Background: an optimization exercise with open tools, aiming at small area and a short achievable clock period. Do not read the settings as production practice. In this exercise RTL edits were held to simulation tests only and were not proved equivalent to the original. The flow treats the clock pin as an ideal source. Dropping or thinning the clock tree relies on that and would not hold on a real chip. Power is estimated from default activity; no workload was simulated.

==> inputs of garnet <==
==> flow/design.v (excerpt) <==
module SPI_Wrapper (
    input   MOSI,
    input   wclk,
    input   wrst_n,
    input   SS_n,
    output  MISO
);
==> module RAM, before the edit <==
module RAM (
    input             clk,
    input             rst_n,
    input             pre,       
    input             MOSI,
    input             act,       
    input      [9:0]  din,
    output reg [7:0]  P
);
    localparam NR = 22;
    reg [1:0] c3, c4;
    reg       rho;
    reg [3:0] ra;
    reg [5:0] rb;
    reg [1:0] H, lo;
    reg       z;
    reg       pend;          
    reg       cmr;           
    reg       ncmr;          
    reg       capr;          
    reg       cap0r;         
    reg [7:0] pdata;
    reg [7:0] T;             
    reg       rhoT;          
    wire [1:0] n3 = c3[1] ? 2'd0 : c3 + 2'd1;
    wire [1:0] n4 = c4 + 2'd1;
    always @(posedge clk) begin
        c3  <= n3;
        c4  <= n4;
        rho <= rho ^ (n3 == 2'd0 && n4 == 2'd0);
    end
    wire [5:0] x = din[6:1];
    reg  [4:0] q;
    reg  [1:0] hq;
    always @(*) begin
        if (x[1:0] != 2'd3) begin
            q  = {1'b0, x[5:2]};
            hq = x[1:0];
        end else if (x[3:2] != 2'd3) begin
            q  = {3'b100, x[5:4]};
            hq = x[3:2];
        end else if (x[5:4] != 2'd3) begin
            q  = 5'd20;
            hq = x[5:4];
        end else begin
            q  = 5'd21;
            hq = 2'd0;
        end
    end
    always @(posedge clk) begin
        if (pre && !din[7]) begin
            ra <= 4'b0001 << q[1:0];
            rb <= 6'b000001 << q[4:2];
            H  <= hq;
            lo <= {din[0], MOSI};
        end else if (pre && z) begin
            ra <= 4'b0001;
            rb <= 6'b000001;
            H  <= 2'd0;
            lo <= 2'd0;
        end
    end
    wire is21 = ra[1] && rb[5];
    always @(posedge clk or negedge rst_n) begin
        if (!rst_n)
            z <= 1'b1;
        else if (act)
            z <= 1'b0;
    end
    wire write_op = act && din[9:8] == 2'b01;
    wire pend_n   = write_op || (pend && !cmr);
    wire match_n  = n4 == lo && (is21 || n3 == H);
    always @(posedge clk) begin
        if (write_op)
            pdata <= din[7:0];
        pend  <= pend_n;
        cmr   <= pend_n && match_n;
        ncmr  <= !(pend_n && match_n);
        capr  <= match_n;
        cap0r <= n3 == 2'd0 && n4 == 2'd0;
    end
    wire [8*NR-1:0] tap;
    wire [8*NR-1:0] tap1;
    wire [7:0] wd = pdata ^ {8{rho}};
    genvar r;
    generate
        for (r = 0; r < NR; r = r + 1) begin : g_ring
            localparam L = (r == NR - 1) ? 4 : 12;
            reg [8*L-1:0] f;
            wire we   = cmr && ra[r % 4] && rb[r / 4];
            wire we_n = ncmr || !ra[r % 4] || !rb[r / 4];
            wire [7:0] last = f[8*L-1:8*L-8];
            if (r == NR - 1) begin : g_plain
                always @(posedge clk)
                    f <= {f[8*L-9:0], we ? pdata : last};
            end else begin : g_inv
                always @(posedge clk)
                    f <= {f[8*L-9:0], ~((last | {8{we}}) & (wd | {8{we_n}}))};
            end
            assign tap[8*r +: 8]  = last;
            assign tap1[8*r +: 8] = f[8*L-9:8*L-16];
        end
    endgenerate
    reg [7:0] tsel;
    integer i;
    always @(*) begin
        tsel = 8'd0;
        for (i = 0; i < NR; i = i + 1)
            tsel = tsel | (tap1[8*i +: 8] & {8{ra[i % 4] && rb[i / 4]}});
    end
    always @(posedge clk) begin
        T    <= tsel;
        rhoT <= (rho ^ (n3 == 2'd0 && n4 == 2'd0)) && !is21;
    end
    wire       rz  = ra[0] && rb[0] && H == 2'd0 && lo == 2'd0;
    wire [7:0] sv  = z ? tap[7:0] : T;
    wire       sp  = z ? rho : rhoT;
    wire       hit = pend && (!z || rz);
    always @(posedge clk) begin
        if (z ? cap0r : capr)
            P <= hit ? pdata : sv ^ {8{sp}};
    end
endmodule
clock: 6.0 ns
lec_check: 0
cap_margin: 30
core_margin: 2
core_utilization: 55
setup_slack_margin: 3.8
slew_margin: 30
standard.sh (not shown) runs the stock make flow with config.mk's settings and CLKGATE_MAP_FILE= SYNTH_SCRIPT=/design/flow/synth_recipe.tcl, a recipe that flattens the netlist after the stock synthesis.
==> flow/flow/run.sh <==
#!/bin/bash
# The standard layout, with the clock tree built by flow/cts_tree.tcl.
set -euo pipefail
here=$(pwd)
export PRE_CTS_TCL="$here/flow/cts_tree.tcl"
bash standard.sh > "$here/standard.log" 2>&1
==> flow/flow/cts_tree.tcl <==
# Sourced by ORFS's cts.tcl before clock tree synthesis (PRE_CTS_TCL).
# Replaces TritonCTS with a two-level tree: the clock port drives 4 root
# buffers (buf_16); each root drives the leaf buffers of one quarter of the
# die; each leaf buffer (buf_12) drives about 28 nearby flip-flops. Sinks are split into groups
# of equal size by recursive bisection along the longer side, so every
# flip-flop sees the same two buffers and about the same load.

proc my_tree_bisect { items n } {
  if { $n <= 1 } { return [list $items] }
  set xs {}; set ys {}
  foreach p $items { lappend xs [lindex $p 1]; lappend ys [lindex $p 2] }
  set xs [lsort -integer $xs]; set ys [lsort -integer $ys]
  set key [expr { ([lindex $xs end] - [lindex $xs 0]) >= ([lindex $ys end] - [lindex $ys 0]) ? 1 : 2 }]
  set s [lsort -integer -index $key $items]
  set n1 [expr { $n / 2 }]
  set k [expr { int(round(double([llength $s]) * $n1 / $n)) }]
  return [concat [my_tree_bisect [lrange $s 0 [expr { $k - 1 }]] $n1] \
                 [my_tree_bisect [lrange $s $k end] [expr { $n - $n1 }]]]
}

proc my_tree_center { g } {
  set sx 0; set sy 0
  foreach p $g { incr sx [lindex $p 1]; incr sy [lindex $p 2] }
  set n [llength $g]
  return [list [expr { $sx / $n }] [expr { $sy / $n }]]
}

rename clock_tree_synthesis my_triton_cts
proc clock_tree_synthesis { args } {
  set leaf_size 28
  set nroot 4
  set block [ord::get_db_block]
  set master [[ord::get_db] findMaster sky130_fd_sc_hd__buf_16]
  set lmaster [[ord::get_db] findMaster sky130_fd_sc_hd__buf_12]
  set src [lindex [get_property [lindex [all_clocks] 0] sources] 0]
  set clk [$block findNet [get_full_name $src]]
  set sinks {}
  foreach it [$clk getITerms] {
    set bb [[$it getInst] getBBox]
    lappend sinks [list $it [expr { ([$bb xMin] + [$bb xMax]) / 2 }] [expr { ([$bb yMin] + [$bb yMax]) / 2 }]]
  }
  set nleaf [expr { int(ceil(double([llength $sinks]) / $leaf_size)) }]
  set nleaf [expr { int(ceil(double($nleaf) / $nroot)) * $nroot }]
  set leaves {}
  set i 0
  foreach g [my_tree_bisect $sinks $nleaf] {
    lassign [my_tree_center $g] cx cy
    set inst [odb::dbInst_create $block $lmaster "clkbuf_leaf_${i}_wclk"]
    $inst setLocation $cx $cy
    $inst setPlacementStatus PLACED
    set net [odb::dbNet_create $block "clknet_leaf_${i}_wclk"]
    $net setSigType CLOCK
    foreach p $g {
      set it [lindex $p 0]
      $it disconnect
      $it connect $net
    }
    [$inst findITerm X] connect $net
    lappend leaves [list $inst $cx $cy]
    incr i
  }
  set j 0
  foreach g [my_tree_bisect $leaves $nroot] {
    lassign [my_tree_center $g] cx cy
    set inst [odb::dbInst_create $block $master "clkbuf_root_${j}_wclk"]
    $inst setLocation $cx $cy
    $inst setPlacementStatus PLACED
    set net [odb::dbNet_create $block "clknet_root_${j}_wclk"]
    $net setSigType CLOCK
    foreach p $g { [[lindex $p 0] findITerm A] connect $net }
    [$inst findITerm X] connect $net
    [$inst findITerm A] connect $clk
    incr j
  }
  puts "bench clock tree: [llength $sinks] sinks, $nleaf leaf buffers, $nroot root buffers"
  set_propagated_clock [all_clocks]
}
==> inputs of cedar, as changes to garnet <==
--- a/flow/design.v
+++ b/flow/design.v
@@ -183,12 +183,16 @@
         rhoT <= (rho ^ (n3 == 2'd0 && n4 == 2'd0)) && !is21;
     end
     wire       rz  = ra[0] && rb[0] && H == 2'd0 && lo == 2'd0;
-    wire [7:0] sv  = z ? tap[7:0] : T;
-    wire       sp  = z ? rho : rhoT;
-    wire       hit = pend && (!z || rz);
-    always @(posedge clk) begin
-        if (z ? cap0r : capr)
-            P <= hit ? pdata : sv ^ {8{sp}};
+    wire [7:0] tv  = T ^ {8{rhoT}};
+    wire [7:0] t0v = tap[7:0] ^ {8{rho}};
+    always @(posedge clk) begin
+        if (z) begin
+            if (cap0r)
+                P <= (pend && rz) ? pdata : t0v;
+        end else begin
+            if (capr)
+                P <= pend ? pdata : tv;
+        end
     end
 endmodule
 module SPI_Wrapper (
--- a/flow/flow/cts_tree.tcl
+++ b/flow/flow/cts_tree.tcl
@@ -1,9 +1,10 @@
 # Sourced by ORFS's cts.tcl before clock tree synthesis (PRE_CTS_TCL).
 # Replaces TritonCTS with a two-level tree: the clock port drives 4 root
-# buffers (buf_16); each root drives the leaf buffers of one quarter of the
-# die; each leaf buffer (buf_12) drives about 28 nearby flip-flops. Sinks are split into groups
+# buffers; each root drives the leaf buffers of one quarter of the die; each
+# leaf buffer drives about 32 nearby flip-flops. Sinks are split into groups
 # of equal size by recursive bisection along the longer side, so every
-# flip-flop sees the same two buffers and about the same load.
+# flip-flop sees the same two buffers and about the same load. A group that
+# spans more than 80 um is split again.
 
 proc my_tree_bisect { items n } {
   if { $n <= 1 } { return [list $items] }
@@ -18,6 +19,26 @@
                  [my_tree_bisect [lrange $s $k end] [expr { $n - $n1 }]]]
 }
 
+proc my_tree_hp { g } {
+  set xs {}; set ys {}
+  foreach p $g { lappend xs [lindex $p 1]; lappend ys [lindex $p 2] }
+  set xs [lsort -integer $xs]; set ys [lsort -integer $ys]
+  return [expr { [lindex $xs end] - [lindex $xs 0] + [lindex $ys end] - [lindex $ys 0] }]
+}
+
+# Split any group wider than hp_max (half-perimeter, dbu) in two.
+proc my_tree_split { groups hp_max } {
+  set out {}
+  foreach g $groups {
+    if { [llength $g] >= 8 && [my_tree_hp $g] > $hp_max } {
+      set out [concat $out [my_tree_split [my_tree_bisect $g 2] $hp_max]]
+    } else {
+      lappend out $g
+    }
+  }
+  return $out
+}
+
 proc my_tree_center { g } {
   set sx 0; set sy 0
   foreach p $g { incr sx [lindex $p 1]; incr sy [lindex $p 2] }
@@ -27,11 +48,11 @@
 
 rename clock_tree_synthesis my_triton_cts
 proc clock_tree_synthesis { args } {
-  set leaf_size 28
+  set leaf_size 32
   set nroot 4
   set block [ord::get_db_block]
-  set master [[ord::get_db] findMaster sky130_fd_sc_hd__buf_16]
-  set lmaster [[ord::get_db] findMaster sky130_fd_sc_hd__buf_12]
+  set master [[ord::get_db] findMaster sky130_fd_sc_hd__clkbuf_16]
+  set lmaster [[ord::get_db] findMaster sky130_fd_sc_hd__clkbuf_16]
   set src [lindex [get_property [lindex [all_clocks] 0] sources] 0]
   set clk [$block findNet [get_full_name $src]]
   set sinks {}
@@ -43,7 +64,10 @@
   set nleaf [expr { int(ceil(double($nleaf) / $nroot)) * $nroot }]
   set leaves {}
   set i 0
-  foreach g [my_tree_bisect $sinks $nleaf] {
+  set hp_max [expr { 80 * [$block getDbUnitsPerMicron] }]
+  set groups [my_tree_split [my_tree_bisect $sinks $nleaf] $hp_max]
+  set nleaf [llength $groups]
+  foreach g $groups {
     lassign [my_tree_center $g] cx cy
     set inst [odb::dbInst_create $block $lmaster "clkbuf_leaf_${i}_wclk"]
     $inst setLocation $cx $cy
CORE_UTILIZATION = 50   (was 55)
SETUP_SLACK_MARGIN = 3.9   (was 3.8)
==> inputs of delta, as changes to garnet <==
--- a/flow/design.v
+++ b/flow/design.v
@@ -183,12 +183,16 @@
         rhoT <= (rho ^ (n3 == 2'd0 && n4 == 2'd0)) && !is21;
     end
     wire       rz  = ra[0] && rb[0] && H == 2'd0 && lo == 2'd0;
-    wire [7:0] sv  = z ? tap[7:0] : T;
-    wire       sp  = z ? rho : rhoT;
-    wire       hit = pend && (!z || rz);
-    always @(posedge clk) begin
-        if (z ? cap0r : capr)
-            P <= hit ? pdata : sv ^ {8{sp}};
+    wire [7:0] tv  = T ^ {8{rhoT}};
+    wire [7:0] t0v = tap[7:0] ^ {8{rho}};
+    always @(posedge clk) begin
+        if (z) begin
+            if (cap0r)
+                P <= (pend && rz) ? pdata : t0v;
+        end else begin
+            if (capr)
+                P <= pend ? pdata : tv;
+        end
     end
 endmodule
 module SPI_Wrapper (
--- a/flow/flow/cts_tree.tcl
+++ b/flow/flow/cts_tree.tcl
@@ -1,7 +1,7 @@
 # Sourced by ORFS's cts.tcl before clock tree synthesis (PRE_CTS_TCL).
 # Replaces TritonCTS with a two-level tree: the clock port drives 4 root
-# buffers (buf_16); each root drives the leaf buffers of one quarter of the
-# die; each leaf buffer (buf_12) drives about 28 nearby flip-flops. Sinks are split into groups
+# buffers; each root drives the leaf buffers of one quarter of the die; each
+# leaf buffer drives about 32 nearby flip-flops. Sinks are split into groups
 # of equal size by recursive bisection along the longer side, so every
 # flip-flop sees the same two buffers and about the same load.
 
@@ -27,11 +27,11 @@
 
 rename clock_tree_synthesis my_triton_cts
 proc clock_tree_synthesis { args } {
-  set leaf_size 28
+  set leaf_size 32
   set nroot 4
+  set buf sky130_fd_sc_hd__clkbuf_16
   set block [ord::get_db_block]
-  set master [[ord::get_db] findMaster sky130_fd_sc_hd__buf_16]
-  set lmaster [[ord::get_db] findMaster sky130_fd_sc_hd__buf_12]
+  set master [[ord::get_db] findMaster $buf]
   set src [lindex [get_property [lindex [all_clocks] 0] sources] 0]
   set clk [$block findNet [get_full_name $src]]
   set sinks {}
@@ -45,7 +45,7 @@
   set i 0
   foreach g [my_tree_bisect $sinks $nleaf] {
     lassign [my_tree_center $g] cx cy
-    set inst [odb::dbInst_create $block $lmaster "clkbuf_leaf_${i}_wclk"]
+    set inst [odb::dbInst_create $block $master "clkbuf_leaf_${i}_wclk"]
     $inst setLocation $cx $cy
     $inst setPlacementStatus PLACED
     set net [odb::dbNet_create $block "clknet_leaf_${i}_wclk"]
ABC_AREA = 1   (was unset)
CORE_UTILIZATION = 50   (was 55)
==> qor summary <==
| quantity | garnet | delta | cedar |
|---|---|---|---|
| Total internal power | 16.3 mW | 16.4 mW | 16.5 mW |
| Power attributed to the clock group | 5.86 mW | 5.82 mW | 6.00 mW |
| Cell area reported after detailed placement | 48400 sq um | 49300 sq um | 48600 sq um |
| Run status | no timing/DRC/antenna violations | no timing/DRC/antenna violations | no timing/DRC/antenna violations |
| Relative contribution of sequential cells to total power | 0.703 | 0.704 | 0.698 |
| Final worst path period need | 2180 ps | 2240 ps | 2140 ps |
| Post-synthesis adder-cell area fraction | 0.00239 | 0.00236 | 0.00239 |
| Worst setup slack for register-to-register paths | 3880 ps | 3950 ps | 3940 ps |
| Synth Area in XOR/XNOR | 0.00353 | 0.00552 | 0.00501 |
| Peak supply drop | 313 uV | 268 uV | 293 uV |
| Total standard cell area after synthesis | 47100 sq um | 47800 sq um | 47200 sq um |
| Well tap count | 1144 | 1265 | 1254 |
| Share of final-layout standard cells stronger than drive strength 1 | 0.0546 | 0.0495 | 0.0546 |
| Share of the synthesized area in the top cell type | 0.882 | 0.870 | 0.881 |
| Relative slew slack | 0.361 | 0.432 | 0.463 |
| Die X-Extent | 297 um | 313 um | 311 um |
| Clock share of power | 0.290 | 0.288 | 0.295 |
| M3 GR Usage | 0.0182 | 0.0170 | 0.0217 |
| Vias | 18800 | 20000 | 19000 |
| Top achievable clock speed | 458 MHz | 446 MHz | 468 MHz |
| Nets@finish | 2798 | 3146 | 2816 |
| Synthesized Nets | 2771 | 3104 | 2795 |
| Starting utilization of the core area | 0.554 | 0.504 | 0.505 |
| Relative contribution of combinational cells to total power | 0.007 | 0.008 | 0.007 |
| Count of buffers added by post-CTS timing repair for setup | 2 | 3 | 8 |
| Vias in the first global route | 18200 | 19800 | 18200 |
In every run of this note, the design's own scripts or RTL, not TritonCTS, make the clock network.

## afterwards: timing with drivers on the ports
How much do the figures lean on ideal ports? The routed layouts below were timed once more, with nothing changed but the port constraints.
Step 1: set_driving_cell puts a clkbuf_16 on wclk and a buf_2 on each other input, an assumption about the parent block.
Step 2 adds t to the input delays and takes it off the output delays; t is the mean of the earliest and latest rising clock arrival at the registers after step 1. Input paths then give back, and output paths get back, about the clock's delay inside the block.
Three values: ideal, step 1, step 2; two values: the first two.
run | shift t [ns] | slack for setup (ns) | latest minus earliest clock arrival (ns) | worst slew at a driven data input, ns | cell pins on the clock port's net
garnet | 0.627 | 3.817 / 3.659 / 3.418 | 0.038 / 0.038 | 0.05 | 4
cedar | 0.636 | 3.863 / 3.725 / 3.587 | 0.078 / 0.078 | 0.03 | 4
delta | 0.647 | 3.759 / 3.617 / 3.352 | 0.038 / 0.038 | 0.03 | 4
After both steps setup and hold are still met in every run listed. For delta, which loses most, drivers alone change the setup slack by -0.142 ns; drivers and shift together by -0.407 ns.
